Context: an optimization exercise on an open-source flow, tuned for small area, a short achievable clock period and few clock cycles. The choices shown serve that exercise and are no tape-out recipe. At most, simulation tests tie the RTL to the original design; equivalence was not proved. For run 4, only the layout was checked, not whether the RTL still works. No activity file was given, so power comes from the tool's default toggle rates.

$ cat design/flow/config.mk
export PLATFORM = sky130hd
export DESIGN_NAME = modular_reduction
export DESIGN_NICKNAME = modular_reduction
export VERILOG_FILES = /design/flow/design.v
export SDC_FILE = /design/flow/constraint.sdc
export NUM_CORES = 4
export LEC_CHECK = 0
export ABC_AREA = 1
export CAP_MARGIN = 20
export CORE_MARGIN = 2
export CORE_UTILIZATION = 40
export GPL_ROUTABILITY_DRIVEN = 0
export SETUP_SLACK_MARGIN = 0.8
export SLEW_MARGIN = 20
$ cat design/flow/constraint.sdc
create_clock -name core_clock -period 5.0 [get_ports {clk}]
set_input_delay 1.0000 -clock core_clock [delete_from_list [all_inputs] [get_ports {clk}]]
set_output_delay 1.0000 -clock core_clock [all_outputs]
set_load 0.01 [all_outputs]
$ cat design/flow/design.v
module modular_reduction #(
    parameter DATA_WIDTH = 48,
    parameter Q_WIDTH    = 23
) (
    input  wire clk,
    input  wire rst_n,
    input  wire start,
    output reg  done,
    input  wire [DATA_WIDTH-1:0] data_in,
    output wire [Q_WIDTH-1:0]    data_out
);
  wire [47:0] x = data_in;
  wire [47:0] nx = ~data_in;
  wire ks0, kc0, ks1, kc1, ks2, kc2, ks3, kc3, ks4, kc4, ks5, kc5, ks6, kc6, ks7, kc7, ks8, kc8, ks9, kc9, ks10, kc10, ks11, kc11, ks12, kc12, ks13, kc13, ks14, kc14, ks15, kc15, ks16, kc16, fs0, fc0, hs0, hc0, hs1, hc1, fs1, fc1, fs2, fc2, fs3, fc3, hs2, hc2, fs4, fc4, fs5, fc5, fs6, fc6, hs3, hc3, fs7, fc7, hs4, hc4, hs5, hc5, hs6, hc6, hs7, hc7, hs8, hc8, fs8, fc8, fs9, fc9, fs10, fc10, fs11, fc11, hs9, hc9, hs10, hc10, hs11, hc11, hs12, hc12, hs13, hc13, hs14, hc14, hs15, hc15, hs16, hc16, fs12, fc12, fs13, fc13, fs14, fc14, fs15, fc15, fs16, fc16, fs17, fc17, fs18, fc18, fs19, fc19, fs20, fc20, fs21, fc21, hs17, hc17, fs22, fc22, fs23, fc23, fs24, fc24, fs25, fc25, fs26, fc26, fs27, fc27, fs28, fc28, fs29, fc29, fs30, fc30, fs31, fc31, fs32, fc32, fs33, fc33, fs34, fc34, fs35, fc35, fs36, fc36, fs37, fc37, fs38, fc38, fs39, fc39, fs40, fc40, fs41, fc41, fs42, fc42, fs43, fc43, fs44, fc44;
  assign ks0 = x[23] ^ x[33];
  assign kc0 = x[23] & x[33];
  assign ks1 = x[25] ^ x[35];
  assign kc1 = x[25] & x[35];
  assign ks2 = x[28] ^ x[38];
  assign kc2 = x[28] & x[38];
  assign ks3 = x[29] ^ x[39];
  assign kc3 = x[29] & x[39];
  assign ks4 = x[30] ^ x[40];
  assign kc4 = x[30] & x[40];
  assign ks5 = x[31] ^ x[41];
  assign kc5 = x[31] & x[41];
  assign ks6 = x[32] ^ x[42];
  assign kc6 = x[32] & x[42];
  assign ks7 = x[33] ^ x[43];
  assign kc7 = x[33] & x[43];
  assign ks8 = x[34] ^ x[44];
  assign kc8 = x[34] & x[44];
  assign ks9 = x[35] ^ x[45];
  assign kc9 = x[35] & x[45];
  assign ks10 = x[37] ^ x[46];
  assign kc10 = x[37] & x[46];
  assign ks11 = x[38] ^ x[47];
  assign kc11 = x[38] & x[47];
  assign ks12 = x[41] ^ x[40];
  assign kc12 = x[41] & x[40];
  assign ks13 = x[42] ^ kc12;
  assign kc13 = x[42] & kc12;
  assign ks14 = x[43] ^ kc13;
  assign kc14 = x[43] & kc13;
  assign ks15 = x[44] ^ kc14;
  assign kc15 = x[44] & kc14;
  assign ks16 = x[45] ^ kc15;
  assign kc16 = x[45] & kc15;
  fa3 u_fs0 (.a(x[24]), .b(x[34]), .c(x[44]), .s(fs0), .co(fc0));
  assign hs0 = ~x[26] ^ ~x[36];
  assign hc0 = ~x[26] & ~x[36];
  assign hs1 = ~x[27] ^ ~x[37];
  assign hc1 = ~x[27] & ~x[37];
  fa3 u_fs1 (.a(x[13]), .b(x[23]), .c(x[33]), .s(fs1), .co(fc1));
  fa3 u_fs2 (.a(x[14]), .b(x[24]), .c(x[34]), .s(fs2), .co(fc2));
  fa3 u_fs3 (.a(x[15]), .b(x[25]), .c(x[35]), .s(fs3), .co(fc3));
  assign hs2 = x[45] ^ ~kc10;
  assign hc2 = x[45] & ~kc10;
  fa3 u_fs4 (.a(x[16]), .b(x[26]), .c(x[36]), .s(fs4), .co(fc4));
  fa3 u_fs5 (.a(x[39]), .b(~x[46]), .c(kc11), .s(fs5), .co(fc5));
  fa3 u_fs6 (.a(x[17]), .b(x[27]), .c(x[37]), .s(fs6), .co(fc6));
  assign hs3 = x[40] ^ x[47];
  assign hc3 = x[40] & x[47];
  fa3 u_fs7 (.a(x[18]), .b(x[28]), .c(x[38]), .s(fs7), .co(fc7));
  assign hs4 = x[19] ^ x[29];
  assign hc4 = x[19] & x[29];
  assign hs5 = x[20] ^ x[30];
  assign hc5 = x[20] & x[30];
  assign hs6 = x[21] ^ x[31];
  assign hc6 = x[21] & x[31];
  assign hs7 = x[22] ^ x[32];
  assign hc7 = x[22] & x[32];
  assign hs8 = x[0] ^ x[46];
  assign hc8 = x[0] & x[46];
  fa3 u_fs8 (.a(x[1]), .b(x[47]), .c(~kc0), .s(fs8), .co(fc8));
  fa3 u_fs9 (.a(x[45]), .b(ks1), .c(fc0), .s(fs9), .co(fc9));
  fa3 u_fs10 (.a(~x[3]), .b(x[46]), .c(kc1), .s(fs10), .co(fc10));
  fa3 u_fs11 (.a(x[4]), .b(hc0), .c(hs1), .s(fs11), .co(fc11));
  assign hs9 = x[5] ^ hc1;
  assign hc9 = x[5] & hc1;
  assign hs10 = x[6] ^ ~kc2;
  assign hc10 = x[6] & ~kc2;
  assign hs11 = x[7] ^ ~kc3;
  assign hc11 = x[7] & ~kc3;
  assign hs12 = x[8] ^ ~kc4;
  assign hc12 = x[8] & ~kc4;
  assign hs13 = x[9] ^ ~kc5;
  assign hc13 = x[9] & ~kc5;
  assign hs14 = x[10] ^ ~kc6;
  assign hc14 = x[10] & ~kc6;
  assign hs15 = x[11] ^ ~kc7;
  assign hc15 = x[11] & ~kc7;
  assign hs16 = x[12] ^ ~kc8;
  assign hc16 = x[12] & ~kc8;
  fa3 u_fs12 (.a(x[36]), .b(~x[43]), .c(kc9), .s(fs12), .co(fc12));
  fa3 u_fs13 (.a(x[44]), .b(fc1), .c(fs2), .s(fs13), .co(fc13));
  fa3 u_fs14 (.a(fc2), .b(fs3), .c(hs2), .s(fs14), .co(fc14));
  fa3 u_fs15 (.a(fc3), .b(hc2), .c(fs4), .s(fs15), .co(fc15));
  fa3 u_fs16 (.a(hs3), .b(fc4), .c(fs6), .s(fs16), .co(fc16));
  fa3 u_fs17 (.a(hc3), .b(fc6), .c(fs7), .s(fs17), .co(fc17));
  fa3 u_fs18 (.a(x[39]), .b(hs4), .c(fc7), .s(fs18), .co(fc18));
  fa3 u_fs19 (.a(x[40]), .b(hc4), .c(hs5), .s(fs19), .co(fc19));
  fa3 u_fs20 (.a(x[41]), .b(hc5), .c(hs6), .s(fs20), .co(fc20));
  fa3 u_fs21 (.a(x[42]), .b(hc6), .c(hs7), .s(fs21), .co(fc21));
  assign hs17 = ~x[43] ^ hs8;
  assign hc17 = ~x[43] & hs8;
  fa3 u_fs22 (.a(hc8), .b(~fs0), .c(fs8), .s(fs22), .co(fc22));
  fa3 u_fs23 (.a(x[2]), .b(fc8), .c(~fs9), .s(fs23), .co(fc23));
  fa3 u_fs24 (.a(~hs0), .b(fs10), .c(fc9), .s(fs24), .co(fc24));
  fa3 u_fs25 (.a(x[47]), .b(fc10), .c(~fs11), .s(fs25), .co(fc25));
  fa3 u_fs26 (.a(~ks2), .b(hs9), .c(fc11), .s(fs26), .co(fc26));
  fa3 u_fs27 (.a(~ks3), .b(hc9), .c(hs10), .s(fs27), .co(fc27));
  fa3 u_fs28 (.a(~ks4), .b(hc10), .c(hs11), .s(fs28), .co(fc28));
  fa3 u_fs29 (.a(~ks5), .b(hc11), .c(hs12), .s(fs29), .co(fc29));
  fa3 u_fs30 (.a(~ks6), .b(hc12), .c(hs13), .s(fs30), .co(fc30));
  fa3 u_fs31 (.a(~ks7), .b(hc13), .c(hs14), .s(fs31), .co(fc31));
  fa3 u_fs32 (.a(~ks8), .b(hc14), .c(hs15), .s(fs32), .co(fc32));
  fa3 u_fs33 (.a(~ks9), .b(hc15), .c(hs16), .s(fs33), .co(fc33));
  fa3 u_fs34 (.a(hc16), .b(fs1), .c(~fs12), .s(fs34), .co(fc34));
  fa3 u_fs35 (.a(ks10), .b(fc12), .c(~fs13), .s(fs35), .co(fc35));
  fa3 u_fs36 (.a(~ks11), .b(fc13), .c(fs14), .s(fs36), .co(fc36));
  fa3 u_fs37 (.a(~fs5), .b(fc14), .c(fs15), .s(fs37), .co(fc37));
  fa3 u_fs38 (.a(~fc5), .b(fc15), .c(fs16), .s(fs38), .co(fc38));
  fa3 u_fs39 (.a(~ks12), .b(fc16), .c(fs17), .s(fs39), .co(fc39));
  fa3 u_fs40 (.a(~ks13), .b(fc17), .c(fs18), .s(fs40), .co(fc40));
  fa3 u_fs41 (.a(~ks14), .b(fs19), .c(fc18), .s(fs41), .co(fc41));
  fa3 u_fs42 (.a(fc19), .b(fs20), .c(~ks15), .s(fs42), .co(fc42));
  fa3 u_fs43 (.a(fc20), .b(fs21), .c(~ks16), .s(fs43), .co(fc43));
  fa3 u_fs44 (.a(hc7), .b(fc21), .c(~kc16), .s(fs44), .co(fc44));
  wire [25:0] ra = {1'b0, fc44, fc43, fc42, fc41, fc40, fc39, fc38, fc37, fc36, ~fc35, fc34, fc33, fc32, fc31, fc30, fc29, fc28, fc27, fc26, ~fc25, ~fc24, fc23, fc22, hc17, hs17};
  wire [25:0] rb = {1'b0, 1'b0, fs44, fs43, fs42, fs41, fs40, fs39, fs38, fs37, fs36, ~fs35, fs34, fs33, fs32, fs31, fs30, fs29, fs28, fs27, fs26, ~fs25, ~fs24, fs23, fs22, ~ks0};
  wire [25:0] y_next;
  wire [25:0] g0 = ra & rb;
  wire [25:0] p0 = ra ^ rb;
  wire G0_1 = g0[1] | (p0[1] & g0[0]);
  wire G0_3 = g0[3] | (p0[3] & g0[2]);
  wire P0_3 = p0[3] & p0[2];
  wire G0_5 = g0[5] | (p0[5] & g0[4]);
  wire P0_5 = p0[5] & p0[4];
  wire G0_7 = g0[7] | (p0[7] & g0[6]);
  wire P0_7 = p0[7] & p0[6];
  wire G0_9 = g0[9] | (p0[9] & g0[8]);
  wire P0_9 = p0[9] & p0[8];
  wire G0_11 = g0[11] | (p0[11] & g0[10]);
  wire P0_11 = p0[11] & p0[10];
  wire G0_13 = g0[13] | (p0[13] & g0[12]);
  wire P0_13 = p0[13] & p0[12];
  wire G0_15 = g0[15] | (p0[15] & g0[14]);
  wire P0_15 = p0[15] & p0[14];
  wire G0_17 = g0[17] | (p0[17] & g0[16]);
  wire P0_17 = p0[17] & p0[16];
  wire G0_19 = g0[19] | (p0[19] & g0[18]);
  wire P0_19 = p0[19] & p0[18];
  wire G0_21 = g0[21] | (p0[21] & g0[20]);
  wire P0_21 = p0[21] & p0[20];
  wire G0_23 = g0[23] | (p0[23] & g0[22]);
  wire P0_23 = p0[23] & p0[22];
  wire G0_25 = g0[25] | (p0[25] & g0[24]);
  wire P0_25 = p0[25] & p0[24];
  wire G1_3 = G0_3 | (P0_3 & G0_1);
  wire G1_7 = G0_7 | (P0_7 & G0_5);
  wire P1_7 = P0_7 & P0_5;
  wire G1_11 = G0_11 | (P0_11 & G0_9);
  wire P1_11 = P0_11 & P0_9;
  wire G1_15 = G0_15 | (P0_15 & G0_13);
  wire P1_15 = P0_15 & P0_13;
  wire G1_19 = G0_19 | (P0_19 & G0_17);
  wire P1_19 = P0_19 & P0_17;
  wire G1_23 = G0_23 | (P0_23 & G0_21);
  wire P1_23 = P0_23 & P0_21;
  wire G2_7 = G1_7 | (P1_7 & G1_3);
  wire G2_15 = G1_15 | (P1_15 & G1_11);
  wire P2_15 = P1_15 & P1_11;
  wire G2_23 = G1_23 | (P1_23 & G1_19);
  wire P2_23 = P1_23 & P1_19;
  wire G3_15 = G2_15 | (P2_15 & G2_7);
  wire G6_23 = G2_23 | (P2_23 & G3_15);
  wire G7_11 = G1_11 | (P1_11 & G2_7);
  wire G7_19 = G1_19 | (P1_19 & G3_15);
  wire G8_5 = G0_5 | (P0_5 & G1_3);
  wire G8_9 = G0_9 | (P0_9 & G2_7);
  wire G8_13 = G0_13 | (P0_13 & G7_11);
  wire G8_17 = G0_17 | (P0_17 & G3_15);
  wire G8_21 = G0_21 | (P0_21 & G7_19);
  wire G8_25 = G0_25 | (P0_25 & G6_23);
  wire G9_2 = g0[2] | (p0[2] & G0_1);
  wire G9_4 = g0[4] | (p0[4] & G1_3);
  wire G9_6 = g0[6] | (p0[6] & G8_5);
  wire G9_8 = g0[8] | (p0[8] & G2_7);
  wire G9_10 = g0[10] | (p0[10] & G8_9);
  wire G9_12 = g0[12] | (p0[12] & G7_11);
  wire G9_14 = g0[14] | (p0[14] & G8_13);
  wire G9_16 = g0[16] | (p0[16] & G3_15);
  wire G9_18 = g0[18] | (p0[18] & G8_17);
  wire G9_20 = g0[20] | (p0[20] & G7_19);
  wire G9_22 = g0[22] | (p0[22] & G8_21);
  wire G9_24 = g0[24] | (p0[24] & G6_23);
  wire [25:0] cy = {G9_24, G6_23, G9_22, G8_21, G9_20, G7_19, G9_18, G8_17, G9_16, G3_15, G9_14, G8_13, G9_12, G7_11, G9_10, G8_9, G9_8, G2_7, G9_6, G8_5, G9_4, G1_3, G9_2, G0_1, g0[0], 1'b0};
  assign y_next = p0 ^ cy;
  reg [25:0] y;
  always @(posedge clk) begin
    y <= y_next;
  end
  always @(posedge clk or negedge rst_n) begin
    if (!rst_n) done <= 1'b0;
    else        done <= start;
  end
  wire [2:0]  yh = y[25:23];
  wire [9:0]  H  = y[22:13];
  wire [12:0] L  = y[12:0];
  wire        allH = &H[9:3];
  wire        Lnz  = |L[12:3];
  wire upc, up, b3, c16, b3_0, b3_1, b13_0, b13_1, c16_0, c16_1;
  wire [2:0] l3, h3, l3_0, l3_1, h3_0, h3_1;
  wire [3:0] dl0 = {1'b0, L[2:0]} - {1'b0, yh};           
  wire [3:0] dl1 = {1'b0, L[2:0]} - {1'b0, yh} - 4'd1;    
  wire [3:0] sh  = {1'b0, H[2:0]} + {1'b0, yh};           
  assign up = allH & (sh[3] | ((sh[2:0] == 3'd7) & (Lnz | (~dl0[3] & (|dl0[2:0])))));
  assign b3_0 = dl0[3];
  assign b3_1 = dl1[3];
  assign l3_0 = dl0[2:0];
  assign l3_1 = dl1[2:0];
  assign b13_0 = b3_0 & ~Lnz;
  assign b13_1 = b3_1 & ~Lnz;
  wire [3:0] sh0 = sh - {3'd0, b13_0};
  wire [3:0] sh1 = sh + 4'd1 - {3'd0, b13_1};
  assign c16_0 = sh0[3];
  assign c16_1 = sh1[3];
  assign h3_0 = sh0[2:0];
  assign h3_1 = sh1[2:0];
  assign b3 = up ? b3_1 : b3_0;
  assign l3 = up ? l3_1 : l3_0;
  assign c16 = up ? c16_1 : c16_0;
  assign h3 = up ? h3_1 : h3_0;
  wire [9:0]  fl;
  wire [9:0]  zl;                        
  genvar gi;
  assign zl[0] = 1'b1;
  generate
    for (gi = 1; gi < 10; gi = gi + 1) begin : g_zl
      assign zl[gi] = zl[gi-1] & ~L[gi+2];
    end
  endgenerate
  generate
    for (gi = 0; gi < 10; gi = gi + 1) begin : g_dec
      if (gi == 0) begin : g0
        assign fl[gi] = b3;
      end else begin : gn
        assign fl[gi] = b3 & zl[gi];
      end
    end
  endgenerate
  wire [9:0]  mid = L[12:3] ^ fl;
  wire [6:0]  fh;
  wire [6:0]  ah;                        
  assign ah[0] = 1'b1;
  generate
    for (gi = 1; gi < 7; gi = gi + 1) begin : g_ah
      assign ah[gi] = ah[gi-1] & H[gi+2];
    end
  endgenerate
  generate
    for (gi = 0; gi < 7; gi = gi + 1) begin : g_inc
      if (gi == 0) begin : g0
        assign fh[gi] = c16;
      end else begin : gn
        assign fh[gi] = c16 & ah[gi];
      end
    end
  endgenerate
  wire [6:0]  hi = H[9:3] ^ fh;
  assign data_out = {hi, h3, mid, l3};
endmodule
module fa3 (
    input  wire a,
    input  wire b,
    input  wire c,
    output wire s,
    output wire co
);
  assign s  = a ^ b ^ c;
  assign co = (a & b) | (a & c) | (b & c);
endmodule
$ cat design/flow/flow/run.sh
#!/bin/bash
# Own layout flow: the standard flow with these changes.
#  - Synthesis: the standard flow's synthesis script, except that Yosys's extract_fa runs
#    only inside module fa3 (the RTL's full adder), which is kept as its own
#    module until the final flatten, so every fa3 becomes one
#    sky130_fd_sc_hd__fa_1 and all other logic is left to abc (no half adders
#    and no inverters forced around extracted adders). Everything else,
#    including the final flatten and renaming, is synth_recipe.tcl as given.
#  - If flow/abc.script exists, abc runs it instead of ORFS's abc script.
#  - Port buffers: plain sky130_fd_sc_hd__buf_1 instead of the buffer that
#    buffer_ports picks by itself (a 0.5 ns clkdlybuf4s50_1).
# Each tool's output goes to standard.log (make) and ORFS's own logs.
set -euo pipefail
W=$PWD
S="$FLOW_HOME/scripts/synth.tcl"
grep -q 'extract_fa {\*}\[dont_use_extract_fa_args\]' "$S"
grep -q '^  log_cmd abc {\*}$abc_args$' "$S"
ABC_SED=()
if [[ -f "$W/flow/abc.script" ]]; then
  ABC_SED=(-e "s#^  log_cmd abc {\*}\$abc_args\$#  lset abc_args 1 $W/flow/abc.script\n  log_cmd abc {*}\$abc_args#")
fi
sed -e 's/extract_fa {\*}\[dont_use_extract_fa_args\]/extract_fa -fa fa3/' "${ABC_SED[@]}" \
  "$S" > "$W/own_synth_body.tcl"
sed "s#source \$::env(SCRIPTS_DIR)/synth.tcl#source $W/own_synth_body.tcl#" \
  "$W/synth_recipe.tcl" > "$W/own_synth.tcl"
grep -q "own_synth_body.tcl" "$W/own_synth.tcl"
bash standard.sh "SYNTH_SCRIPT=$W/own_synth.tcl" "SYNTH_KEEP_MODULES=fa3" \
  "BUFFER_PORTS_ARGS=-buffer_cell sky130_fd_sc_hd__buf_1" finish > standard.log 2>&1
$ cat design/flow/flow/abc.script
&get -n
&st
&dch
&nf -a
&put
topo
stime -c
buffer -c
upsize -c
dnsize -c
$ cat design/flow/standard.sh
#!/bin/bash
# synth_recipe.tcl (not shown) runs the flow's synth.tcl, then flattens the netlist and writes it again
# the make line also repeats each setting of config.mk as NAME=value (left out here)
make -C /OpenROAD-flow-scripts/flow DESIGN_CONFIG=/design/flow/config.mk WORK_HOME=/design/flow/orfs CLKGATE_MAP_FILE= SYNTH_SCRIPT=/design/flow/synth_recipe.tcl "${@:-finish}"
==> results of run 1 <==
[layout by cell type (no fill, tap or decap), drive strengths merged, types with 2 or more instances in the layout]
cell	count
maj3	7
or2	2
a21oi	13
nand2b	6
xor2	36
o41ai	3
inv	17
nor2b	6
a21o	3
nor2	56
and2	23
clkbuf	7
a31oi	2
xnor2	54
nand2	43
buf	75
o31ai	2
nor3	4
and3	5
dfxtp	26
o21ai	24
nand3	3
fa	45
nor4	4
[sequential cells by signal (all words and copies together) (netlist names)]
register	flops
y	26
done	1
[report_power, final]
part / internal, µW / total, µW / switching (µW) / leakage (µW)
registers: 338 / 447 / 108 / 0.000231
logic: 699 / 1610 / 913 / 0.00131
clock network: 57.0 / 122 / 65.2 / 0.0000228
total: 1090 / 2180 / 1090 / 0.00156
[final cells by class]
| class | instances | share of cell area [%] |
|---|---|---|
| Sequential cell | 27 | 13.4 |
| Inverter | 17 | 1.57 |
| Tap cell | 108 | 3.32 |
| Timing Repair Buffer | 78 | 7.65 |
| Clock buffer | 4 | 1.11 |
| Multi-Input combinational cell | 350 | 73.0 |
[per-layer routing]
| metal | part of all wire, % | global-route usage [%] | up-vias |
|---|---|---|---|
| met3 | 4.0 | 1.63 | 6 |
| met2 | 50 | 31.0 | 60 |
| met4 | 1.1 | 3.16 | 0 |
| li1 | - | - | 1441 |
| met5 | 0 | 0 | - |
| met1 | 44 | 22.5 | 1318 |
[repair_timing]
action	CTS	global route
gates resized for setup	0	12
hold buffers	0	0
setup buffers	0	1
setup endpoints to repair	0	17
[critical path: cells and delay by family]
family | cells | cell delay, ps
AOI/OAI and AO/OA | 4 | 740
xor gates and xnor gates | 2 | 350
adders and majority gates | 4 | 1790
and+or+nand+nor | 1 | 100
buffers and inverters | 2 | 200
[kinds of logic (layout without fill, tap and decap cells)]
group	count (synthesis)	count (layout)	share of synthesized area [%]
simple gates	155	155	21.4
xor+xnor	91	91	22.7
fa+ha+maj	52	52	27.2
compound gates	51	51	10.3
flops	27	27	15.3
buf+inv	23	99	2.80
mux	1	1	0.280
[path summary, 6_finish.rpt]
kind | cells past startpoint | slack [ps] | from | to
worst max-delay path | 13 | 980 | data_in[44] | y[21]
worst min-delay path | 1 | 480 | rst_n | done
max in group asynchronous | 1 | 4430 | rst_n | done
min in group core_clock | 1 | 830 | start | done
[per-stage QoR]
| step | instance area, µm² | hold slack (ps) | instances | util [%] |
|---|---|---|---|---|
| after floorplan | 3570 | 704 | 400 | - |
| after global placement | 3970 | 763 | 579 | 45.7 |
| after detailed placement | 3970 | 767 | 579 | 45.7 |
| after CTS | 4020 | 471 | 583 | 46.3 |
| after global routing | 4070 | 466 | 584 | 46.9 |
| final | 4070 | 476 | 584 | 46.9 |
[Yosys stat by module (local to each module, per instance)]
module	cells inside	flops+latches	times used	cell area [µm²]
fa3	1	0	45	20.0
modular_reduction	355	27	1	2670
==> summary.txt, run 1 <==
- The worst ir drop on vdd is 0.000165 V.
- The number of nets in the layout is 573.
- The critical setup path kind is input pin to flip-flop.
- The biggest area contributor in the post-synthesis netlist is sky130_fd_sc_hd__fa_1.
- The via count of the first global-routing pass is 2906.
- The total power density per cell area is 535 mW/mm².
- Setup total negative slack on the finished layout was measured at 0 ps.
- The synthesized design contains 0 enable-type register cells.
- The run finished with no timing, DRC or antenna violations.
- The element type at the critical path end is a flip-flop.
- The share of the synthesized area in the top cell type is 25.2%.
- Clock tree synthesis selected as its root buffer the cell sky130_fd_sc_hd__clkbuf_8.
- CTS saw 27 sinks.
- The max-slew violation count is 0.
- The multi-input gate area in the final layout is 0.00297 mm².
- The floorplan step defined a die boundary enclosing 0.00970 mm².
- The worst hold path class is input pin to async pin.
- The analysis attributes to cell leakage a power of 0.00156 µW.
- The final critical path takes up 80.3% of the cycle.
- The routed wire length is 7970 µm.
- The synthesized design contains 27 register bits.
- At the pin with the least slew margin, the transition time is 455 ps.
- The core outline area is 0.00868 mm².
- The first global-routing pass estimated 13600 µm of wire.
- The layout overhead on the synthesized area is 14.1%.
- Global routing consumed, over all layers together, 17.1% of the routing resources.
- Sorting the synthesized cells by area gives the leading types as sky130_fd_sc_hd__fa_1, sky130_fd_sc_hd__dfxtp_1, sky130_fd_sc_hd__xnor2_1.
- In this run the worst path has a maximum fanout of 3.
- The clock tree from TritonCTS is done.
- The clock-pin slew of the registers on the worst-case setup and hold paths is 90 ps.
- The max-capacitance violation count is 0.
- The share of synthesized registers carrying an async set or reset is 3.70%.
- The number of standard-cell rows in the floorplan is 34.
- Entering global routing, the biggest net connects 15 pins.
- Summing over every cut layer, the via total after detailed routing is 2825.
- The antenna cell count is 0.
- The net count of the mapped netlist is 496.
- After synthesis, the most frequently instantiated cells are sky130_fd_sc_hd__nor2_1, sky130_fd_sc_hd__xnor2_1, sky130_fd_sc_hd__fa_1.
- Once detail routing completed, the nets flagged for antenna violations numbered 0.
- The die width is 98.5 µm.
- Across all setup checks in the final design, the least slack found is 985 ps.
- On the worst path, the slowest cell contributes a delay of 520 ps.
- Yosys instantiated no cell more often than sky130_fd_sc_hd__nor2_1.
- The kind of start point of the critical path is an input pin.
- The signal arrival time at the worst endpoint is 4170 ps.
- Setup repair after global routing could not meet its margin everywhere.
- The mean instance size in the synthesized netlist is 8.93 µm².
- The number of hold violations in the final report came to 0.
- In the final layout, flip-flops and latches occupy 546 µm².
- The netlist area before placement is 0.00357 mm².
- The H-tree depth reported by CTS is 1.
- The design draws 2180 µW.
- The signal on the critical path passes through buf_1 -> fa_1 -> fa_1 -> inv_1 -> fa_1 -> xnor2_2 -> nor2_1 -> a21oi_2 -> o31ai_4 -> a21oi_2 -> o21ai_4 -> maj3_1 -> xnor2_1.
- For this run the aggregate overflow at the end of global routing stands at 0.
- For this run, the register share of the synthesized area comes to 15.3%.
- The yosys synthesis warning count is 1.
- The detailed-route vias per instance is 4.84.
- The library cell appearing most often on the critical path is sky130_fd_sc_hd__fa_1.
- The primary flip-flop cell chosen by synthesis mapping is sky130_fd_sc_hd__dfxtp_1.
- The number of search-and-repair iterations in the first detailed-routing pass is 4.
- Measured along the y axis, the die boundary spans 98.5 µm.
- The routed design could run at a clock period as short as 4020 ps.
- The clock buffer count from CTS is 3.
- The max-slew headroom at the worst pin is 69.4%.
- Detailed placement ended at an HPWL of 7240 µm.
- For this configuration, the core starts out at a cell density of 41.1%.
- After filler insertion, the fill cell instance count of the layout stands at 879.
- The layout cell share with drive strength beyond 1 is 7.98%.
- STA puts the critical path data required time at 5160 ps.
- The final-report setup violation count is 0.
- Based on the critical path, the design can be clocked at up to 249 MHz.
- OpenSTA, run right after detailed placement, puts the worst setup slack at 582 ps.
- The DRC violation count after routing is 0.
- Buffers placed on the I/O ports in this run total 74.
- The number of DRC markers after the initial detailed-route iteration is 116.
- The master of the slowest instance on the critical path is sky130_fd_sc_hd__fa_1.
- The netlist uses 50 different library cells.
- The maximum clock insertion buffer count is 2.
- The number of top-level pins is 75.
- The cell count after synthesis is 400.
- The initial antenna violation count is 0.
- After detailed routing, the average wire length per cell comes to 13.7 µm.
Testbench counts, summed over its fixed seeds: cycles 16,000.
==> inputs of run 2 (changes only) <==
==> design/flow/flow/abc.script (replaced) <==
&get -n
&st
&dch
&nf -a
&put
--- a/design/flow/config.mk
+++ b/design/flow/config.mk
@@ -9,6 +9,5 @@
 export CAP_MARGIN = 20
 export CORE_MARGIN = 2
 export CORE_UTILIZATION = 40
-export GPL_ROUTABILITY_DRIVEN = 0
 export SETUP_SLACK_MARGIN = 0.8
 export SLEW_MARGIN = 20
==> run 2 against run 1 <==
Effect of this change: global-route usage up 0.64 points; still clean on timing, DRC and antenna; utilization up 2.7 points; largest cell class unchanged; fmax down 1.1%; synthesized area down 4.5%; die area down 4.3%; highest routed layer unchanged; sequential power down 1%.
==> summary.txt, run 2 <==
- The number of enable flip-flop cells after synthesis is 0 (unchanged).
- The max-slew headroom at the worst pin was 67.0% (-2.5 points).
- The pin slew with the least headroom to its limit was 495 ps (+40.1 ps).
- Sorting the synthesized cells by area gives the leading types as sky130_fd_sc_hd__fa_1, sky130_fd_sc_hd__dfxtp_1, sky130_fd_sc_hd__xnor2_1.
- The share of synthesized registers carrying an async set or reset was 3.70% (unchanged).
- The number of DRC markers after the initial detailed-route iteration is 85 (-27%).
- The clock period minus worst slack is 4060 ps (+44.3 ps).
- The share of the synthesized area in the top cell type is 26.4% (+1.2 points).
- The initial core utilization came to 41.3% (+0.14 points).
- The share of the yosys chip area belonging to registers is 16.0% (+0.72 points).
- The core outline area is 0.00826 mm² (-4.8%).
- The post-route fraction of the period consumed by the critical path is 81.2% (+0.89 points).
- The antenna cell count came to 0 (unchanged).
- The post-route antenna net violation count is 0 (unchanged).
- The final setup TNS is 0 ps (unchanged).
- In the layout the commonest cells are sky130_fd_sc_hd__buf_1, sky130_fd_sc_hd__nor2_1, sky130_fd_sc_hd__xnor2_1, sky130_fd_sc_hd__fa_1, sky130_fd_sc_hd__nand2_1.
- The signal arrival time at the worst endpoint was 4210 ps (+40 ps).
- The worst slack on hold paths is 475 ps (-0.394 ps).
- The flow ran to the end and the layout has no timing, DRC or antenna violations.
- The unique cell type count in the Yosys netlist was 31 (-38%).
- The maximum clock insertion buffer count is 2 (unchanged).
- The yosys synthesis warning count is 1 (unchanged).
- The cell count after placement came to 578 (-0.17%).
- The number of buffers inserted for hold repair after clock tree synthesis came to 0 (unchanged).
- The maximum fanout count along the critical path is 3 (unchanged).
- The most area-hungry cell type in the Yosys netlist is sky130_fd_sc_hd__fa_1.
- The pin count of the biggest net entering global routing is 15 (unchanged).
- The number of top-level pins came to 75 (unchanged).
- The number of sinks handled by clock tree synthesis is 27 (unchanged).
- The filler cell count in the final layout was 817 (-7.1%).
- The mean instance size in the synthesized netlist came to 8.65 µm² (-3.1%).
- The initial antenna violation count is 0 (unchanged).
- The number of hold violations in the final report is 0 (unchanged).
- The global-route total usage across every layer is 17.8% (+0.64 points).
- The critical path data required time is 5150 ps (about the same).
- The total power draw was 2180 µW (+0.17%).
- The number of search-and-repair iterations in the first detailed-routing pass came to 4 (unchanged).
- The placed wire-length estimate is 6860 µm (-5.4%).
- The final-report setup violation count is 0 (unchanged).
- The clock-pin slew of the registers on the worst-case setup and hold paths is 90 ps (about the same).
- The max-slew violation count came to 0 (unchanged).
- The worst ir drop on vdd is 0.000147 V (-11%).
- The flip-flop count of the largest register after layout was 26 (unchanged).
- The max-capacitance violation count is 0 (unchanged).
- Among all flip-flop cells after synthesis, the most frequent one is sky130_fd_sc_hd__dfxtp_1.
- The worst setup path is launched from an input pin.
- The highest clock frequency the design can meet is 246 MHz (-1.1%).
- The root buffer cell chosen for the clock tree is sky130_fd_sc_hd__clkbuf_8.
- The cell leakage power is 0.00152 µW (-2.6%).
- Tracing the worst setup path back leads to its startpoint at data_in[24].
- sky130_fd_sc_hd__nor2_1 is the most common cell in the netlist.
- The DRC violation count after routing is 0 (unchanged).
- The global-route wire length before repair is 12600 µm (-7.0%).
- The largest registers in the layout are y x26, done x1.
- The element type at the critical path end is a flip-flop.
- The average wire length per cell after detail routing came to 13.2 µm (-3.2%).
- The total power density per cell area is 533 mW/mm² (-0.53%).
- The count of buffers from port buffering is 74 (unchanged).
- The layout overhead on the synthesized area is 20.3%.
- The clock tree from TritonCTS is done.
- The area of the die is 0.00928 mm² (-4.3%).
- The clock buffer count from CTS came to 3 (unchanged).
- The number of vias in the routed layout is 2834 (+0.32%).
- The net count of the mapped netlist came to 490 (-1.2%).
- The flop and latch count out of synthesis is 27 (unchanged).
- y holds more flip-flops than any other register.
- The critical path in this run is classified as input pin to flip-flop.
- Counting instances in the post-synthesis netlist gives the leading cell types as sky130_fd_sc_hd__nor2_1, sky130_fd_sc_hd__xnor2_1, sky130_fd_sc_hd__fa_1.
- The commonest non-fill, non-tap cell in the layout is sky130_fd_sc_hd__buf_1.
- The number of nets in the layout is 582 (+1.6%).
- The die width was 96.3 µm (-2.2%).
- The detailed-route vias per instance was 4.80 (-0.70%).
- The total cell area at the placement stage was 0.00387 mm² (-2.6%).
- The via count of the first global-routing pass is 2770 (-4.7%).
- The number of standard-cell rows in the floorplan is 33 (-2.9%).
- Setup repair after global routing could not meet its margin everywhere.
- The final standard cell count with taps included and fillers excluded is 590 (+1.0%).
- The routed wire length is 7800 µm (-2.2%).
- The worst hold path class is input pin to async pin.
- The cell count after synthesis was 394 (-1.5%).
- The final weighted congestion in routability-driven placement is 0.832.
- The final global-route overflow total was 0 (unchanged).
- The netlist area before placement was 0.00341 mm² (-4.5%).
- The layout cell share with drive strength beyond 1 is 8.87% (+0.88 points).
- The vertical die dimension is 96.3 µm (-2.2%).
- The H-tree depth reported by CTS is 1 (unchanged).
- The cell area after layout is 0.00410 mm² (+0.71%).
[run 2: area by class of cell]
cell class / instances / area (µm²) / area share [%]
clock buffer: 4 / 45.0 / 1.10
inverter: 17 / 63.8 / 1.56
multi-input combinational: 350 / 2930 / 71.5
sequential: 27 / 546 / 13.3
tap: 105 / 131 / 3.20
timing repair buffer: 87 / 383 / 9.33
[run 2: critical path, stage by stage]
cell and delay [ps]:
sky130_fd_sc_hd__clkbuf_2 120, sky130_fd_sc_hd__fa_1 430, sky130_fd_sc_hd__fa_1 490, sky130_fd_sc_hd__clkinv_1 70, sky130_fd_sc_hd__fa_1 520, sky130_fd_sc_hd__xnor2_2 230
sky130_fd_sc_hd__nor2_1 90, sky130_fd_sc_hd__a21oi_2 240, sky130_fd_sc_hd__o31ai_4 110, sky130_fd_sc_hd__a21oi_2 280, sky130_fd_sc_hd__o21ai_2 120, sky130_fd_sc_hd__maj3_1 370
sky130_fd_sc_hd__xnor2_1 140
[run 2: worst paths after layout]
path	cells after the start	slack [ps]	end
worst max-delay path	13	940	y[21]
worst min-delay path	1	480	done
max in group asynchronous	1	4430	done
min in group core_clock	1	830	done
[run 2: metal layers]
metal	part of all wire, %	global-route usage [%]	vias to the layer above
li1	-	-	1463
met1	45	23.5	1308
met2	51	31.8	59
met3	3.5	1.33	4
met4	0.73	3.52	0
met5	0	0	-
[run 2: cells by family after synthesis]
logic type	after synthesis	share of synthesized area [%]
and+or+nand+nor	155	21.0
xor gates and xnor gates	91	23.8
adders and majority gates	52	28.5
AOI/OAI and AO/OA	51	8.62
DFF	27	16.0
buffers and inverters	17	1.87
muxes	1	0.294
[run 2: power breakdown]
group	switching, µW	total (µW)	internal, µW	leakage, µW
combinational	902	1620	720	0.00127
sequential	104	442	338	0.000231
clock	63.2	120	57.0	0.0000228
[run 2: metrics by stage]
| stage | utilization, % | worst slack (ps) |
|---|---|---|
| finish | 49.7 | 940 |
| global route | 49.7 | 797 |
| CTS | 48.5 | 835 |
| floorplan | - | 841 |
| detailed placement | 46.8 | 289 |
| global placement | 46.8 | 454 |
[run 2: repair_timing]
| action | in CTS | in global routing |
|---|---|---|
| setup buffers | 3 | 5 |
| resized for setup | 14 | 21 |
| pin swaps | 4 | 7 |
| setup endpoints to repair | 28 | 27 |
[run 2: per-module statistics from Yosys, one instance, submodules excluded]
module / cells / cell area (µm²) / times used / flip-flops and latches
fa3: 1 / 20.0 / 45 / 0
modular_reduction: 349 / 2510 / 1 / 27
==> inputs of run 3 (changes only) <==
==> design/flow/flow/abc.script (replaced) <==
strash
dch
map -a
topo
stime -c
buffer -c
upsize -c
dnsize -c
==> run 3 against run 2 <==
Effect of this change: still clean; via count up 14%; critical path depth up 6; worst hold slack worse by 8.8 ps; synthesized area up 5.6%; highest routed layer unchanged.
==> summary.txt, run 3 <==
- The run finished with no timing, DRC or antenna violations.
- The flop and latch count out of synthesis is 27 (unchanged).
- The share of the yosys chip area belonging to registers is 15.1% (-0.85 points).
- The yosys synthesis warning count was 1 (unchanged).
- The largest individual stage delay along the critical path comes from the cell sky130_fd_sc_hd__fa_1.
- The final global-route overflow total is 0 (unchanged).
- The global-route total usage across every layer is 16.9% (-0.80 points).
- The number of enable flip-flop cells after synthesis is 0 (unchanged).
- The cell leakage power was 0.00204 µW (+34%).
- The maximum fanout count along the critical path was 3 (unchanged).
- The post-route fraction of the period consumed by the critical path was 82.1% (+0.91 points).
- The layout cell share with drive strength beyond 1 is 10.4% (+1.5 points).
- The maximum clock insertion buffer count is 2 (unchanged).
- The antenna cell count is 0 (unchanged).
- In the post-synthesis netlist, the biggest area contributors are sky130_fd_sc_hd__fa_1, sky130_fd_sc_hd__nor2_1, sky130_fd_sc_hd__dfxtp_1.
- The critical path starts at data_in[15].
- The final weighted congestion in routability-driven placement is 0.926 (+11%).
- Setup repair after global routing could not meet its margin everywhere.
- The net count of the mapped netlist is 618 (+26%).
- The core outline area is 0.00872 mm² (+5.6%).
- The pin slew with the least headroom to its limit is 440 ps (-55.6 ps).
- The total length of routed met2 wires came to 4120 µm (+4.3%).
- The clock-pin slew of the registers on the worst-case setup and hold paths is 90 ps (about the same).
- The cell count after synthesis came to 522 (+32%).
- The worst hold path class is input pin to async pin.
- The signal arrival time at the worst endpoint is 4280 ps (+70 ps).
- The largest registers in the layout are y x26, done x1.
- The average wire length per cell after detail routing is 11.5 µm (-13%).
- The clock tree root driver cell is sky130_fd_sc_hd__clkbuf_8.
- The end of the critical path is y[24].
- The flip-flop count of the largest register after layout was 26 (unchanged).
- Sorting the synthesized cells by how often they occur yields sky130_fd_sc_hd__nor2_1, sky130_fd_sc_hd__inv_1, sky130_fd_sc_hd__nand2_1.
- The primary flip-flop cell chosen by synthesis mapping is sky130_fd_sc_hd__dfxtp_1.
- The critical path is of the input pin to flip-flop type.
- The detailed-route vias per instance is 4.52 (-6.0%).
- The number of search-and-repair iterations in the first detailed-routing pass is 4 (unchanged).
- The total power draw came to 1930 µW (-12%).
- The clock buffer count from CTS is 3 (unchanged).
- The number of nets in the layout is 703 (+21%).
- The initial antenna violation count was 0 (unchanged).
- The worst setup path is launched from an input pin.
- The clock period minus worst slack came to 4110 ps (+45.5 ps).
- The netlist area before placement is 0.00360 mm² (+5.6%).
- The max-capacitance violation count came to 0 (unchanged).
- The number of top-level pins is 75 (unchanged).
- The cell area after layout is 0.00419 mm² (+2.1%).
- STA classifies the critical path endpoint as a flip-flop.
- The max-slew violation count is 0 (unchanged).
- The pin count of the biggest net entering global routing was 16 (+1).
- The unique cell type count in the Yosys netlist is 35 (+13%).
- The mean instance size in the synthesized netlist is 6.90 µm² (-20%).
- The initial core utilization is 41.3% (about the same).
- The highest clock frequency the design can meet is 244 MHz (-1.1%).
- The critical path data required time is 5170 ps (+20 ps).
- The library cell appearing most often on the critical path is sky130_fd_sc_hd__fa_1.
- The delay of the slowest cell on the worst path is 560 ps (+40 ps).
- Ranked by flip-flop count, first place goes to y.
- The final-report setup violation count is 0 (unchanged).
- The via count of the first global-routing pass is 3152 (+14%).
- The multi-input gate area in the final layout is 0.00275 mm² (-6.2%).
- The max-slew headroom at the worst pin is 70.6% (+3.6 points).
- Signal routing reaches up to met4.
- The number of sinks handled by clock tree synthesis was 27 (unchanged).
- The placed wire-length estimate is 7450 µm (+8.7%).
- The worst slack on hold paths is 466 ps (-8.80 ps).
- The H-tree depth reported by CTS is 1 (unchanged).
- The most repeated cell in the gate-level netlist after synthesis is sky130_fd_sc_hd__nor2_1.
- The final setup TNS is 0 ps (unchanged).
- Walking the worst path, the cells encountered are buf_1 -> fa_1 -> fa_1 -> fa_1 -> inv_1 -> nand2_1 -> inv_1 -> nor2_2 -> nand2_2 -> nor2_4 -> inv_2 -> nor4_4 -> nor2_4 -> o31ai_4 -> nand3_2 -> nand2_2 -> nand3_2 -> a21boi_2 -> nor2_1.
- The most area-hungry cell type in the Yosys netlist is sky130_fd_sc_hd__fa_1.
- The met1 wire length is 3830 µm (+9.0%).
- The vertical die dimension came to 98.9 µm (+2.7%).
- The filler cell count in the final layout was 907 (+11%).
- The count of buffers from port buffering is 74 (unchanged).
- The total power density per cell area is 461 mW/mm² (-13%).
- The layout overhead on the synthesized area is 16.3%.
- The total cell area at the placement stage is 0.00401 mm² (+3.8%).
- The worst ir drop on vdd is 0.000130 V (-12%).
- The die width is 98.9 µm (+2.7%).
- The global-route wire length before repair is 13600 µm (+7.6%).
- The combined flip-flop and latch cell area is 546 µm² (unchanged).
- The routed length on met3 is 204 µm (-26%).
- TritonCTS built the clock tree.
- The DRC violation count after routing is 0 (unchanged).
- The number of vias in the routed layout is 3224 (+14%).
- The library cells used most frequently in the layout, excluding fill and tap cells, are sky130_fd_sc_hd__nor2_1, sky130_fd_sc_hd__inv_1, sky130_fd_sc_hd__nand2_1, sky130_fd_sc_hd__buf_1, sky130_fd_sc_hd__fa_1.
- The area of the die is 0.00978 mm² (+5.4%).
- The number of hold violations in the final report was 0 (unchanged).
- The share of the synthesized area in the top cell type was 25.0% (-1.4 points).
- Leaving out fill and tap cells, the most frequent cell in the layout is sky130_fd_sc_hd__nor2_1.
- The share of synthesized registers carrying an async set or reset is 3.70% (unchanged).
- The routed wire length is 8220 µm (+5.4%).
- The post-route antenna net violation count is 0 (unchanged).
- The number of DRC markers after the initial detailed-route iteration is 120 (+41%).
- The number of standard-cell rows in the floorplan is 34 (+3.0%).
[run 3: worst max-delay path: cells and delay by family]
family	cells	cell delay [ps]
AOI/OAI and AO/OA	2	370
and+or+nand+nor	10	1160
adders and majority gates	3	1490
buffers and inverters	4	240
[run 3: where the power goes]
group          switching [µW]  total (µW)  internal (µW)  leakage [µW]
sequential               77.2         411            334      0.000231
combinational             847        1400            551       0.00179
clock                    66.7         123           55.9     0.0000255
total                     991        1930            940       0.00204
[run 3: what timing repair did]
item,in CTS,in global routing
setup buffers,1,5
pin swaps,1,8
gates resized for setup,4,33
hold buffers,0,0
setup endpoints to repair,4,15
[run 3: through the flow]
step / std cells / utilization (%) / worst slack (ps)
CTS: 709 / 46.8 / 783
global route: 714 / 48.0 / 656
global placement: 704 / 46.0 / 492
floorplan: 522 / - / 870
finish: 714 / 48.0 / 895
detailed placement: 704 / 46.0 / 427
[run 3: cell type report]
class                           instances  share of cell area (%)
Multi-Input combinational cell        397                    65.7
Sequential cell                        27                    13.0
Inverter                               98                    8.79
Timing Repair Buffer                   80                    8.13
Tap cell                              108                    3.23
Clock buffer                            3                   0.986
Clock inverter                          1                   0.120
[run 3: layer usage]
metal | vias up | GRT usage (%)
li1 | 1730 | -
met1 | 1437 | 22.0
met2 | 52 | 31.1
met3 | 5 | 1.42
met4 | 0 | 2.85
met5 | - | 0
[run 3: how the worst min path moves through the flow]
stage,startpoint,to,slack (ps),cells past startpoint
6_report,rst_n,done,470,1
2_1_floorplan,rst_n,done,700,0
3_5_place_dp,rst_n,done,770,1
3_3_place_gp,rst_n,done,760,1
4_1_cts,rst_n,done,470,1
5_1_grt,rst_n,done,460,1
[run 3: logic make-up after synthesis]
group	after synthesis	share of synthesized area (%)
compound gates	43	7.57
xor+xnor	45	10.9
buf+inv	98	10.2
simple gates	263	30.8
flops	27	15.1
fa+ha+maj	46	25.3
[run 3: per-module statistics from Yosys (local to each module, per instance)]
| module | copies in the design | area (µm²) | cells | flip-flops and latches |
|---|---|---|---|---|
| fa3 | 45 | 20.0 | 1 | 0 |
| modular_reduction | 1 | 2700 | 477 | 27 |
==> inputs of run 4 (changes only) <==
--- a/design/flow/design.v
+++ b/design/flow/design.v
@@ -36,8 +36,8 @@
   assign kc10 = x[37] & x[46];
   assign ks11 = x[38] ^ x[47];
   assign kc11 = x[38] & x[47];
-  assign ks12 = x[41] ^ x[40];
-  assign kc12 = x[41] & x[40];
+  assign ks12 = x[40] ^ x[41];
+  assign kc12 = x[40] & x[41];
   assign ks13 = x[42] ^ kc12;
   assign kc13 = x[42] & kc12;
   assign ks14 = x[43] ^ kc13;
@@ -201,6 +201,10 @@
   always @(posedge clk) begin
     y <= y_next;
   end
+  reg lnz;   
+  always @(posedge clk) begin
+    lnz <= |y_next[12:3];
+  end
   always @(posedge clk or negedge rst_n) begin
     if (!rst_n) done <= 1'b0;
     else        done <= start;
@@ -209,7 +213,7 @@
   wire [9:0]  H  = y[22:13];
   wire [12:0] L  = y[12:0];
   wire        allH = &H[9:3];
-  wire        Lnz  = |L[12:3];
+  wire        Lnz  = lnz;
   wire upc, up, b3, c16, b3_0, b3_1, b13_0, b13_1, c16_0, c16_1;
   wire [2:0] l3, h3, l3_0, l3_1, h3_0, h3_1;
   wire [3:0] dl0 = {1'b0, L[2:0]} - {1'b0, yh};           
==> design/flow/flow/abc.script (replaced) <==
&get -n
&st
&dch
&nf -a
&put
topo
stime -c
buffer -c
upsize -c
dnsize -c
==> run 4 against run 3 <==
Effect of this change: cell area grew 1.0%; clock power is 12% higher; still clean; critical path depth shrank 4; sequential power rose by 5.1%; global-route usage is 0.20 points higher; worst hold slack better by 1.2 ps; total power is 18% higher; synthesized cell count down 23%; utilization increased by 0.97 points; sequential share of layout area rose by 0.34 points.
==> summary.txt, run 4 <==
- The flow ran to the end and the layout has no timing, DRC or antenna violations.
- The DRC violation count after routing is 0 (unchanged).
- The pin slew with the least headroom to its limit is 510 ps (+70.4 ps).
- The area of the die is 0.00960 mm² (-1.8%).
- The max-slew headroom at the worst pin is 65.8% (-4.9 points).
- The layout overhead on the synthesized area is 19.6%.
- The placed wire-length estimate is 7010 µm (-6.0%).
- The final global-route overflow total is 0 (unchanged).
- The number of top-level pins is 75 (unchanged).
- The library cells used most frequently in the layout, excluding fill and tap cells, are sky130_fd_sc_hd__buf_1, sky130_fd_sc_hd__nor2_1, sky130_fd_sc_hd__xnor2_1, sky130_fd_sc_hd__nand2_1, sky130_fd_sc_hd__fa_1.
- The worst ir drop on vdd is 0.000198 V (+52%).
- The count of buffers from port buffering came to 74 (unchanged).
- The filler cell count in the final layout is 859 (-5.3%).
- The vertical die dimension was 98.0 µm (-0.88%).
- The final-report setup violation count is 0 (unchanged).
- The core outline area is 0.00864 mm² (-0.98%).
- The primary flip-flop cell chosen by synthesis mapping is sky130_fd_sc_hd__dfxtp_1.
- The number of nets in the layout is 586 (-17%).
- After synthesis, the cell types taking the most area are sky130_fd_sc_hd__fa_1, sky130_fd_sc_hd__dfxtp_1, sky130_fd_sc_hd__xnor2_1.
- The yosys synthesis warning count was 1 (unchanged).
- The cell area after layout was 0.00423 mm² (+1.0%).
- The critical path data required time is 5160 ps (about the same).
- The clock buffer count from CTS was 3 (unchanged).
- Summed over all instances, the cell type with the most area after synthesis is sky130_fd_sc_hd__fa_1.
- The total cell area at the placement stage is 0.00394 mm² (-1.9%).
- The global-route total usage across every layer came to 17.1% (+0.20 points).
- The max-capacitance violation count is 0 (unchanged).
- The worst slack at placement was 403 ps (-23.7 ps).
- The average wire length per cell after detail routing was 13.3 µm (+15%).
- The flop and latch count out of synthesis was 28 (+3.7%).
- The pin count of the biggest net entering global routing is 16 (unchanged).
- The unique cell type count in the Yosys netlist is 49 (+40%).
- The total power density per cell area is 538 mW/mm² (+17%).
- The number of enable flip-flop cells after synthesis is 0 (unchanged).
- The post-route antenna net violation count is 0 (unchanged).
- The signal arrival time at the worst endpoint was 4280 ps (about the same).
- The worst hold path class is input pin to async pin.
- The share of synthesized registers carrying an async set or reset is 3.57% (-0.13 points).
- Setup repair after global routing left no endpoint under its margin.
- Ranked by instance count, the synthesized netlist is headed by sky130_fd_sc_hd__nor2_1, sky130_fd_sc_hd__xnor2_1, sky130_fd_sc_hd__nand2_1.
- The clock period minus worst slack is 4120 ps (+15.2 ps).
- The H-tree depth reported by CTS was 1 (unchanged).
- The share of the yosys chip area belonging to registers is 16.0% (+0.85 points).
- The cell count after synthesis is 401 (-23%).
- The number of vias in the routed layout was 2816 (-13%).
- The kind of start point of the critical path is an input pin.
- The number of DRC markers after the initial detailed-route iteration is 157 (+31%).
- The number of standard-cell rows in the floorplan is 34 (unchanged).
- The net count of the mapped netlist is 497 (-20%).
- The most repeated cell in the gate-level netlist after synthesis is sky130_fd_sc_hd__nor2_1.
- The number of buffers inserted for hold repair after clock tree synthesis is 0 (unchanged).
- The combined flip-flop and latch cell area is 566 µm² (+3.7%).
- The mean instance size in the synthesized netlist is 8.81 µm² (+28%).
- The initial core utilization is 40.9% (-0.36 points).
- The initial antenna violation count is 0 (unchanged).
- The multi-input gate area in the final layout is 0.00302 mm² (+9.6%).
- The power share of the clock group came to 6.0% (-0.3 points).
- The number of hold violations in the final report is 0 (unchanged).
- The slack of the critical path came to 880 ps (-15.2 ps).
- The relative contribution of sequential cells to total power is 19.0% (-2.3 points).
- The layout cell share with drive strength beyond 1 is 14.1% (+3.7 points).
- The cell leakage power was 0.00166 µW (-19%).
- The number of search-and-repair iterations in the first detailed-routing pass is 4 (unchanged).
- The clock-pin slew of the registers on the worst-case setup and hold paths was 90 ps (about the same).
- The commonest non-fill, non-tap cell in the layout is sky130_fd_sc_hd__buf_1.
- The net switching power was 1090 µW (+9.6%).
- The antenna cell count is 0 (unchanged).
- The routed wire length is 7910 µm (-3.7%).
- The number of sinks handled by clock tree synthesis was 28 (+3.7%).
- The critical setup path kind is input pin to flip-flop.
- The final weighted congestion in routability-driven placement is 0.878 (-5.2%).
- The via count of the first global-routing pass is 2772 (-12%).
- The maximum clock insertion buffer count is 2 (unchanged).
- The share of the synthesized area in the top cell type came to 25.5% (+0.47 points).
- The fraction of power spent switching nets was 47.7% (-3.6 points).
- TritonCTS built the clock tree.
- The flip-flop count of the largest register after layout is 26 (unchanged).
- The register with the most flip-flops is y.
- The highest clock frequency the design can meet came to 243 MHz (-0.37%).
- The max-slew violation count was 0 (unchanged).
- The die width is 98.0 µm (-0.88%).
- The detailed-route vias per instance came to 4.72 (+4.5%).
- The combinational share of power is 75.0% (+2.6 points).
- STA classifies the critical path endpoint as a flip-flop.
- The post-route fraction of the period consumed by the critical path is 82.4% (+0.30 points).
- The largest registers in the layout are y x26, done x1, lnz x1.
- The global-route wire length before repair is 13200 µm (-2.7%).
- The final setup TNS came to 0 ps (unchanged).
- The maximum fanout count along the critical path was 5 (+2).
- The netlist area before placement is 0.00353 mm² (-1.8%).
- The internal power consumption was 1190 µW (+27%).
- Clock tree synthesis selected as its root buffer the cell sky130_fd_sc_hd__clkbuf_8.
run 4: changes by cell type in the layout (fill, tap and decap cells not counted), sizes merged, moves of 3 or more:
cell / delta
and2: +9
nand2b: +7
maj3: +4
o21ai: +4
a31oi: +3
a21oi: -12
inv: -82
nor2: -86
buf: +9
nand2: -38
nor2b: +4
xnor2: +41
or2: +8
run 4: area by class of cell:
class	instances	area share (%)
Multi-Input combinational cell	353	71.3
Sequential cell	28	13.4
Timing Repair Buffer	88	9.41
Tap cell	108	3.20
Inverter	16	1.42
Clock buffer	4	1.30
run 4: repair_timing:
| action | CTS | global route |
|---|---|---|
| endpoints found under the setup margin | 6 | 20 |
| pin swaps | 2 | 19 |
| resized for setup | 2 | 33 |
| buffers inserted | 1 | 11 |
run 4: per-stage QoR:
stage / hold WS [ps] / util (%) / power, µW / std cells
after floorplan: 704 / - / 1620 / 401
after global placement: 763 / 45.6 / 1950 / 581
after detailed placement: 767 / 45.6 / 1970 / 581
after CTS: 462 / 46.5 / 2120 / 586
after global routing: 467 / 49.0 / 2500 / 597
final: 468 / 49.0 / 2280 / 597
run 4: cell families after synthesis:
logic type / after synthesis / share of synthesized area [%]
multiplexers: 1 / 0.283
adder cells (fa/ha/maj): 50 / 26.9
XOR/XNOR: 88 / 22.2
flip-flops: 28 / 16.0
buffers and inverters: 20 / 2.37
AND/OR/NAND/NOR: 171 / 23.0
AO/OA/AOI/OAI: 43 / 9.17
run 4: power by group through the flow:
stage               registers, µW  clock network (µW)  logic (µW)
global route                  452                 151        1900
finish                        432                 138        1710
floorplan                     417                   0        1200
global placement              436                   0        1510
CTS                           434                 143        1550
detailed placement            439                   0        1530
run 4: layer usage:
metal  global-route usage, %  vias to the layer above  share of wire (%)
met3                    1.72                        9                4.6
met5                       0                        -                  0
met4                    4.70                        0                1.5
met2                    28.2                       64                 48
li1                        -                     1453                  -
met1                    24.2                     1290                 46
run 4: worst max-delay path: stages:
cell                       delay, ps
sky130_fd_sc_hd__clkbuf_2        120
sky130_fd_sc_hd__fa_2            360
sky130_fd_sc_hd__fa_1            500
sky130_fd_sc_hd__inv_2            40
sky130_fd_sc_hd__fa_2            560
sky130_fd_sc_hd__xnor2_2         120
sky130_fd_sc_hd__nand2b_4        150
sky130_fd_sc_hd__o21a_4          150
sky130_fd_sc_hd__o31ai_4         110
sky130_fd_sc_hd__buf_4           180
sky130_fd_sc_hd__a31oi_4         220
sky130_fd_sc_hd__nor3_2           50
sky130_fd_sc_hd__or2_4           240
sky130_fd_sc_hd__maj3_2          330
sky130_fd_sc_hd__xnor2_2         140
run 4: Yosys stat by module, one instance, submodules excluded:
module,area [µm²],flops+latches,cells,copies in the design
modular_reduction,2630,28,356,1
fa3,20.0,0,1,45
run 4: how the worst max path moves through the flow:
stage	startpoint	slack (ps)	end	cells after the start
2_1_floorplan	data_in[24]	830	y[19]	13
3_3_place_gp	data_in[24]	520	lnz	13
3_5_place_dp	data_in[24]	400	lnz	13
4_1_cts	data_in[24]	770	lnz	13
5_1_grt	data_in[37]	750	y[19]	15
6_report	data_in[24]	880	y[19]	15

-- re-timing with driven ports --
In the flow no input, the clock included, has a driving cell. The finished layouts below were timed again as built, in two steps. Step 1 sets driving cells, clkbuf_16 on the clock port and buf_2 on the other inputs (assumed; they add their load-dependent delay and slew). Step 2 moves the port delays by t, midway between the first and last clock arrival at a register: inputs arrive t later, outputs are due t later. That takes back most of the time a late clock gives input paths. Slacks: ideal / step 1 / step 2; pairs: ideal / step 1.
run | shift t [ns] | slack for setup (ns) | slew at the worst register clock pin (ns)
run 1 | 0.294 | 0.985 / 0.967 / 0.687 | 0.09 / 0.09
run 2 | 0.295 | 0.940 / 0.948 / 0.652 | 0.09 / 0.09
run 3 | 0.299 | 0.895 / 0.884 / 0.604 | 0.09 / 0.09
run 4 | 0.301 | 0.880 / 0.868 / 0.566 | 0.09 / 0.09
After both steps setup and hold are still met in every run listed. The setup slack of run 4, which loses most, moves by -0.012 ns with the drivers and by -0.314 ns with both steps.
